This design comes from an exercise in tuning for small area on the open sky130 flow, not from production work. In this exercise RTL edits were held to simulation tests only and were not proved equivalent to the original. No activity file was given, so power comes from the tool's default toggle rates.

==> flow/design.v <==
module timer_top (sys_clk, sys_rst_n, tim_psel, tim_pwrite, tim_penable, tim_paddr, tim_pwdata, tim_prdata, tim_pstrb, tim_pready, tim_pslverr, tim_int, dbg_mode);
	input wire sys_clk, sys_rst_n;
	input wire tim_psel, tim_pwrite, tim_penable, dbg_mode;
	input wire [11:0] tim_paddr;
	input wire [31:0] tim_pwdata;
	input wire [3:0] tim_pstrb;
	output wire [31:0] tim_prdata;
	output wire tim_pready, tim_pslverr, tim_int;
	reg acc;
	always @(posedge sys_clk or negedge sys_rst_n)
		if (!sys_rst_n) acc <= 1'b0;
		else            acc <= tim_psel & tim_penable & ~acc;
	wire wr = acc &  tim_pwrite;
	wire rd = acc & ~tim_pwrite;
	wire [31:0] wdata = tim_pwdata;
	wire [3:0]  strb  = tim_pstrb;
	wire a_ok   = (tim_paddr[11:5] == 7'd0) && (tim_paddr[1:0] == 2'd0);
	wire [2:0] ai = tim_paddr[4:2];
	wire is_tcr   = a_ok && (ai == 3'd0);
	wire is_tdr0  = a_ok && (ai == 3'd1);
	wire is_tdr1  = a_ok && (ai == 3'd2);
	wire is_tcmp0 = a_ok && (ai == 3'd3);
	wire is_tcmp1 = a_ok && (ai == 3'd4);
	wire is_tier  = a_ok && (ai == 3'd5);
	wire is_tisr  = a_ok && (ai == 3'd6);
	wire is_thcsr = a_ok && (ai == 3'd7);
	reg timer_en, div_en;
	reg [3:0] div_val;
	reg int_en, halt_req, int_st;
	reg [31:0] tcmp0, tcmp1;
	reg [31:0] tdr0, tdr1;
	reg [63:0] cnt;
	reg load_back, tdr_wr_en, cnt_clr, int_clr;
	reg int_st_q, halt_ack, halt_ack_q, timer_en_q, cnt_en, rst_q;
	reg [7:0] cnt_div;
	wire tcr_wr = wr & is_tcr;
	wire err_div_val = strb[1] & (wdata[11:8] > 4'd8);
	wire err_run = timer_en & ((strb[0] & (wdata[1] != div_en)) | (strb[1] & (wdata[11:8] != div_val)));
	wire error_res = tcr_wr & (err_div_val | err_run);
	always @(posedge sys_clk or negedge sys_rst_n) begin
		if (!sys_rst_n) begin
			timer_en <= 1'b0;
			div_en   <= 1'b0;
			div_val  <= 4'd1;
			int_en   <= 1'b0;
			halt_req <= 1'b0;
		end else begin
			if (tcr_wr & ~error_res & strb[0]) begin
				timer_en <= wdata[0];
				div_en   <= wdata[1];
			end
			if (tcr_wr & ~error_res & strb[1])
				div_val <= wdata[11:8];
			if (wr & is_tier & strb[0])
				int_en <= wdata[0];
			if (wr & is_thcsr & strb[0])
				halt_req <= wdata[0];
		end
	end
	genvar b;
	generate for (b = 0; b < 4; b = b + 1) begin : g_cmp
		always @(posedge sys_clk) begin
			if (!sys_rst_n) begin
				tcmp0[8*b+7:8*b] <= 8'hFF;
				tcmp1[8*b+7:8*b] <= 8'hFF;
			end else begin
				if (wr & is_tcmp0 & strb[b]) tcmp0[8*b+7:8*b] <= wdata[8*b+7:8*b];
				if (wr & is_tcmp1 & strb[b]) tcmp1[8*b+7:8*b] <= wdata[8*b+7:8*b];
			end
		end
	end endgenerate
	wire tdr_wr = wr & (is_tdr0 | is_tdr1);
	wire tdr_lb = load_back & ~tdr_wr;
	generate for (b = 0; b < 4; b = b + 1) begin : g_tdr
		always @(posedge sys_clk) begin
			if (wr & is_tdr0 & strb[b])  tdr0[8*b+7:8*b] <= wdata[8*b+7:8*b];
			else if (tdr_lb)             tdr0[8*b+7:8*b] <= cnt[8*b+7:8*b];
			if (wr & is_tdr1 & strb[b])  tdr1[8*b+7:8*b] <= wdata[8*b+7:8*b];
			else if (tdr_lb)             tdr1[8*b+7:8*b] <= cnt[32+8*b+7:32+8*b];
		end
	end endgenerate
	always @(posedge sys_clk) begin
		tdr_wr_en  <= tdr_wr;
		cnt_clr    <= tcr_wr & strb[0] & timer_en & ~wdata[0];
		int_clr    <= wr & is_tisr & int_st & wdata[0] & strb[0];
		int_st_q   <= int_st;
		halt_ack   <= dbg_mode & halt_req;
		halt_ack_q <= halt_ack;
		timer_en_q <= timer_en;
		rst_q      <= ~sys_rst_n;
	end
	localparam NB = 64 / 16;
	wire [NB-1:0] blk_ones;
	wire [NB:0]   blk_c;
	wire [63:0]   inc_c;
	assign blk_c[0] = cnt_en;
	genvar gi, gj;
	generate for (gi = 0; gi < NB; gi = gi + 1) begin : g_blk
		assign blk_ones[gi] = &cnt[16*gi +: 16];
		assign blk_c[gi+1]  = blk_c[gi] & blk_ones[gi];
		assign inc_c[16*gi] = blk_c[gi];
		for (gj = 1; gj < 16; gj = gj + 1) begin : g_bit
			assign inc_c[16*gi+gj] = inc_c[16*gi+gj-1] & cnt[16*gi+gj-1];
		end
	end endgenerate
	wire all_ones = &blk_ones;
	wire cnt_zero = cnt_clr | all_ones | ~sys_rst_n;
	wire cnt_ld  = ~cnt_zero &  tdr_wr_en;
	wire cnt_inc = ~cnt_zero & ~tdr_wr_en;
	always @(posedge sys_clk) begin
		cnt       <= ({64{cnt_ld}} & {tdr1, tdr0}) | ({64{cnt_inc}} & (cnt ^ inc_c));
		load_back <= cnt_zero | (cnt_inc & cnt_en);
	end
	wire en_rise = timer_en & ~timer_en_q;
	wire no_div  = ~div_en | (div_val == 4'd0);
	wire [7:0] div_mask = ~(8'hFF << div_val);
	wire div_term = ((cnt_div | ~div_mask) == 8'hFF);
	always @(posedge sys_clk) begin
		if (!timer_en) begin
			cnt_en  <= 1'b0;
			cnt_div <= 8'd0;
		end else if (halt_ack) begin
			cnt_en  <= 1'b0;
		end else if (no_div | en_rise | div_term) begin
			cnt_en  <= ~en_rise;
			cnt_div <= 8'd0;
		end else begin
			cnt_en  <= 1'b0;
			cnt_div <= cnt_div + 8'd1;
		end
	end
	wire cmp_hit = ~(|({tdr1, tdr0} ^ {tcmp1, tcmp0})) & ~rst_q;
	always @(posedge sys_clk or negedge sys_rst_n)
		if (!sys_rst_n)   int_st <= 1'b0;
		else if (int_clr) int_st <= 1'b0;
		else if (cmp_hit) int_st <= 1'b1;
	assign tim_int = int_en & int_st;
	reg [31:0] rdata;
	always @(*) begin
		rdata = 32'd0;
		if (a_ok)
			case (ai)
				3'd0: rdata = {20'd0, div_val, 6'd0, div_en, timer_en};
				3'd1: rdata = tdr0;
				3'd2: rdata = tdr1;
				3'd3: rdata = tcmp0;
				3'd4: rdata = tcmp1;
				3'd5: rdata = {31'd0, int_en};
				3'd6: rdata = {31'd0, int_st_q};
				3'd7: rdata = {30'd0, halt_ack_q, halt_req};
			endcase
	end
	assign tim_prdata  = rd ? rdata : 32'd0;
	assign tim_pready  = acc;
	assign tim_pslverr = error_res;
endmodule
Settings: LEC_CHECK=0, CAP_MARGIN=20, CORE_MARGIN=2, CORE_UTILIZATION=40, SLEW_MARGIN=20; clock period 7.0 ns.
standard.sh (not shown) runs the stock make flow with config.mk's settings and CLKGATE_MAP_FILE= SYNTH_SCRIPT=/design/flow/synth_recipe.tcl, a recipe that flattens the netlist after the stock synthesis.
==> flow/flow/run.sh <==
#!/bin/bash
# Standard ORFS layout with two changes: ports get sky130_fd_sc_hd__buf_1
# buffers, and CTS uses small clock buffers without dummy loads.
set -euo pipefail
export BUFFER_PORTS_ARGS="-buffer_cell sky130_fd_sc_hd__buf_1"
export CTS_ARGS="-sink_clustering_enable -repair_clock_nets -dont_use_dummy_load -buf_list sky130_fd_sc_hd__clkbuf_8 -sink_clustering_size 16 -sink_clustering_max_diameter 100"
bash standard.sh > standard.log 2>&1
Change:
--- a/flow/design.v
+++ b/flow/design.v
@@ -72,11 +72,13 @@
 	wire tdr_wr = wr & (is_tdr0 | is_tdr1);
 	wire tdr_lb = load_back & ~tdr_wr;
 	generate for (b = 0; b < 4; b = b + 1) begin : g_tdr
+		wire w0 = wr & is_tdr0 & strb[b];
+		wire w1 = wr & is_tdr1 & strb[b];
+		wire h0 = ~w0 & ~tdr_lb;
+		wire h1 = ~w1 & ~tdr_lb;
 		always @(posedge sys_clk) begin
-			if (wr & is_tdr0 & strb[b])  tdr0[8*b+7:8*b] <= wdata[8*b+7:8*b];
-			else if (tdr_lb)             tdr0[8*b+7:8*b] <= cnt[8*b+7:8*b];
-			if (wr & is_tdr1 & strb[b])  tdr1[8*b+7:8*b] <= wdata[8*b+7:8*b];
-			else if (tdr_lb)             tdr1[8*b+7:8*b] <= cnt[32+8*b+7:32+8*b];
+			tdr0[8*b+7:8*b] <= ({8{w0}} & wdata[8*b+7:8*b]) | ({8{tdr_lb}} & cnt[8*b+7:8*b])       | ({8{h0}} & tdr0[8*b+7:8*b]);
+			tdr1[8*b+7:8*b] <= ({8{w1}} & wdata[8*b+7:8*b]) | ({8{tdr_lb}} & cnt[32+8*b+7:32+8*b]) | ({8{h1}} & tdr1[8*b+7:8*b]);
 		end
 	end endgenerate
 	always @(posedge sys_clk) begin
After rerunning: The changed run passed the timing, design-rule and antenna checks; setup slack improves by 0.60 ns; die area came out higher by about 2.5%; clock skew is about the same; area after synthesis came out higher by 2.6%; total power came out lower by 4.8%; count of clock-buffer cells in the layout is unchanged.

-- port drivers added, routing unchanged --
In the flow no input, the clock included, has a driving cell. The finished layouts below were timed again as built, in two steps.
Step 1 sets driving cells, clkbuf_16 on the clock port and buf_2 on the other inputs (assumed; they add their load-dependent delay and slew).
Step 2 moves the port delays by t, midway between the first and last clock arrival at a register: inputs arrive t later, outputs are due t later. That takes back most of the time a late clock gives input paths.
a / b / c = no drivers / after step 1 / after step 2; a / b = the first two.
run	t, ns	setup WS [ns]	hold slack, ns
the first run	0.551	1.386 / 1.340 / 1.340	0.456 / 0.456 / 0.456
the second run	0.558	1.985 / 1.944 / 1.944	0.443 / 0.443 / 0.443
After both steps every run listed still meets setup and hold. The setup slack of the first run, which loses most, moves by -0.046 ns with the drivers and by -0.046 ns with both steps.
